This is an optimization exercise on Yosys and OpenROAD, whose aim is small area, a short achievable clock period and few clock cycles per item, not a production implementation.
Function was checked by simulation only, so behaviour that the tests miss may differ from the original.

the reference run:
==> flow/design.v <==
module mips_div64(
  input  logic         clk,
  input  logic         reset,
  input  logic [63:0]  srcA,
  input  logic [63:0]  srcB,
  input  logic [4:0]   rob_ptr_in,
  input  logic [1:0]   hilo_prf_ptr_in,
  input  logic         is_signed_div,
  input  logic         start_div,
  output logic [127:0] y,
  output logic [4:0]   rob_ptr_out,
  output logic [1:0]   hilo_prf_ptr_out,
  output logic         ready,
  output logic         complete
);
   localparam integer LG_G = 2;
   localparam integer G = 1 << LG_G;
   localparam integer DW = 66 + G - 1;
   localparam logic [1:0] IDLE = 2'd0, SETUP = 2'd1, ITER = 2'd2, DONE = 2'd3;
   logic [1:0]    r_state;
   logic [64:0]   r_R;        
   logic [DW-1:0] r_D;        
   logic [63:0]   r_Q;        
   logic [6:0]    r_lsA, r_lsB;
   logic [5:0]    r_cnt;
   logic          r_negA, r_qneg, r_inv, r_bz;
   logic [4:0]    r_rob;
   logic [1:0]    r_hilo;
   function automatic logic [6:0] clz64(input logic [63:0] x);
      logic [31:0] z1, c1;
      logic [15:0] z2; logic [31:0] c2;
      logic [7:0]  z3; logic [23:0] c3;
      logic [3:0]  z4; logic [15:0] c4;
      logic [1:0]  z5; logic [9:0]  c5;
      logic        z6; logic [5:0]  c6;
      for (int i = 0; i < 32; i++) begin
         z1[i] = ~(x[2*i+1] | x[2*i]);
         c1[i] = ~x[2*i+1];
      end
      for (int i = 0; i < 16; i++) begin
         z2[i] = z1[2*i+1] & z1[2*i];
         c2[2*i +: 2] = z1[2*i+1] ? {1'b1, c1[2*i]} : {1'b0, c1[2*i+1]};
      end
      for (int i = 0; i < 8; i++) begin
         z3[i] = z2[2*i+1] & z2[2*i];
         c3[3*i +: 3] = z2[2*i+1] ? {1'b1, c2[4*i +: 2]} : {1'b0, c2[4*i+2 +: 2]};
      end
      for (int i = 0; i < 4; i++) begin
         z4[i] = z3[2*i+1] & z3[2*i];
         c4[4*i +: 4] = z3[2*i+1] ? {1'b1, c3[6*i +: 3]} : {1'b0, c3[6*i+3 +: 3]};
      end
      for (int i = 0; i < 2; i++) begin
         z5[i] = z4[2*i+1] & z4[2*i];
         c5[5*i +: 5] = z4[2*i+1] ? {1'b1, c4[8*i +: 4]} : {1'b0, c4[8*i+4 +: 4]};
      end
      z6 = z5[1] & z5[0];
      c6 = z5[1] ? {1'b1, c5[4:0]} : {1'b0, c5[9:5]};
      clz64 = z6 ? 7'd64 : {1'b0, c6};
   endfunction
   logic       sA, sB, qn, bz;
   logic [6:0] lsB;
   assign sA  = is_signed_div & srcA[63];
   assign sB  = is_signed_div & srcB[63];
   assign qn  = sA ^ sB;
   assign bz  = ~|srcB;
   assign lsB = clz64(srcB ^ {64{sB}});
   logic [7:0]    k;
   logic          exit_now;
   logic [DW-1:0] d_lv [LG_G:6];
   logic          fill;
   assign k        = {1'b0, r_lsB} - {1'b0, r_lsA} + {7'd0, r_negA};
   assign exit_now = r_bz | k[7];
   assign fill     = ~r_qneg;
   assign d_lv[LG_G] = {r_D[DW-G:0], {(G-1){fill}}};
   for (genvar l = LG_G; l < 6; l++) begin : g_sh
      assign d_lv[l+1] = k[l] ? {d_lv[l][DW-1-(1<<l):0], {(1<<l){fill}}} : d_lv[l];
   end
   logic [DW-1:0] xs, sum;
   logic          cin, zero, acc;
   assign xs  = {{(DW-65){r_R[64]}}, r_R};
   assign cin = ~r_qneg;
   sk_add #(.W(DW)) u_add (.a(xs), .b(r_D), .cin(cin), .s(sum));
   logic [DW-1:0] zt;
   assign zt   = (xs ^ r_D) ^ {(xs[DW-2:0] | r_D[DW-2:0]), cin};
   assign zero = ~|zt;
   assign acc  = r_negA ? (sum[DW-1] | zero) : ~sum[DW-1];
   logic start, inv_n;
   assign start = (r_state == IDLE) & start_div;
   assign inv_n = r_qneg & acc;
   always_ff @(posedge clk) begin
      if (reset) begin
         r_state <= IDLE;
      end else begin
         case (r_state)
           IDLE:  if (start_div) r_state <= SETUP;
           SETUP: r_state <= exit_now ? IDLE : ITER;
           ITER:  if (r_cnt == 6'd0) r_state <= DONE;
           DONE:  r_state <= IDLE;
         endcase
      end
   end
   always_ff @(posedge clk) begin
      if (start) begin
         r_lsA  <= clz64(srcA ^ {64{sA}});
         r_lsB  <= lsB[6] ? 7'd63 : lsB;
         r_negA <= sA;
         r_qneg <= qn;
         r_bz   <= bz;
         r_rob  <= rob_ptr_in;
         r_hilo <= hilo_prf_ptr_in;
      end
      if (start)
        r_R <= {sA, srcA};
      else if (((r_state == SETUP) & r_qneg | (r_state == ITER)) & acc)
        r_R <= sum[64:0];
      if (r_state == SETUP) begin
         r_inv <= inv_n;
         r_cnt <= k[5:0] | (G - 1);
      end else begin
         r_cnt <= r_cnt - 6'd1;
      end
   end
   always_ff @(posedge clk) begin
      if (start)
        r_D <= {{(DW-64){sB}}, srcB} ^ {DW{~qn}};
      else if (r_state == SETUP)
        r_D <= d_lv[6];
      else
        r_D <= {r_D[DW-1], r_D[DW-1:1]};
      if (start)
        r_Q <= bz ? (qn ? 64'd1 : '1) : '0;
      else if (r_state == SETUP)
        r_Q <= {64{inv_n}};
      else
        r_Q <= {r_Q[62:0], acc ^ r_inv};
   end
   assign complete         = (r_state == DONE) | ((r_state == SETUP) & exit_now);
   assign ready            = (r_state == IDLE) & ~start_div;
   assign y                = {r_R[63:0], r_Q};
   assign rob_ptr_out      = r_rob;
   assign hilo_prf_ptr_out = r_hilo;
endmodule
module sk_add #(parameter integer W = 8)
  (input logic [W-1:0] a, input logic [W-1:0] b, input logic cin,
   output logic [W-1:0] s);
   localparam integer N = W + 1;            
   localparam integer L = (N > 128) ? 8 : (N > 64) ? 7 : (N > 32) ? 6 : (N > 16) ? 5 :
                          (N > 8) ? 4 : (N > 4) ? 3 : (N > 2) ? 2 : 1;
   logic [N-1:0] g [0:L];
   logic [N-1:0] p [0:L];
   assign g[0] = {a & b, cin};
   assign p[0] = {a ^ b, 1'b0};
   for (genvar l = 0; l < L; l++) begin : g_lv
      for (genvar i = 0; i < N; i++) begin : g_b
         if ((i >> l) & 1) begin : g_n
            localparam integer J = ((i >> l) << l) - 1;
            assign g[l+1][i] = g[l][i] | (p[l][i] & g[l][J]);
            assign p[l+1][i] = p[l][i] & p[l][J];
         end else begin : g_c
            assign g[l+1][i] = g[l][i];
            assign p[l+1][i] = p[l][i];
         end
      end
   end
   assign s = (a ^ b) ^ g[L][W-1:0];
endmodule
Settings: LEC_CHECK=0, CAP_MARGIN=20, CORE_MARGIN=2, CORE_UTILIZATION=40, SETUP_SLACK_MARGIN=1.0, SLEW_MARGIN=20; clock period 4.0 ns.
run.sh (not shown) runs the stock make flow with config.mk's settings and CLKGATE_MAP_FILE= SYNTH_SCRIPT=/design/flow/synth_recipe.tcl, a recipe that flattens the netlist after the stock synthesis.
The reference run: no failed stages, no open violations at the end
Testbench counts of the reference run, summed over its fixed seeds: cycles 34,505, items 2,400.
### the reference run -> the trial run
Settings: SETUP_SLACK_MARGIN: 1.0 -> 1.5.
==> comparison <==
- Pin slew with the least headroom to its limit for the trial run: 16 ps up relative to the reference run
- Any difference in number of buffers between clock root and the deepest sink between the reference run and the trial run is small enough to ignore.
- Between the trial run and the reference run, it is the trial run whose time the worst path needs with I/O delays and setup is higher, by 24 ps.
- Status | the trial run and the reference run | clean
- The reference run → the trial run: total routing usage reported by global routing went down, amount of wire on met3 after detailed routing +about 8%, total clock buffers created by CTS dropped about 3.4%.
- The trial run vs. the reference run: utilization shows no meaningful change, post-detailed-routing wire length fell 680 µm, register area saw little to no change, fraction of area in registers held.

## static timing again, ports no longer ideal
The results above use ideal ports. As a check the final layouts listed here were re-extracted and re-timed, cells and wires unchanged. Step 1 assumes that a clkbuf_16 drives the clock port and a buf_2 every other input. Step 2 times the ports against the registers' clock, not the clock port: input delays grow and output delays shrink by t, the midpoint of the rising clock arrivals with the driver on. Slacks: no drivers / after step 1 / after step 2; pairs: no drivers / after step 1.
| run | shift t [ns] | slack for setup (ns) | worst setup path after step 2 | cell pins on the clock port's net |
|---|---|---|---|---|
| the reference run | 0.646 | 0.114 / 0.056 / 0.287 | register to register | 1 |
| the trial run | 0.645 | 0.090 / 0.030 / 0.363 | register to register | 1 |
After both steps every run listed still meets setup and hold.
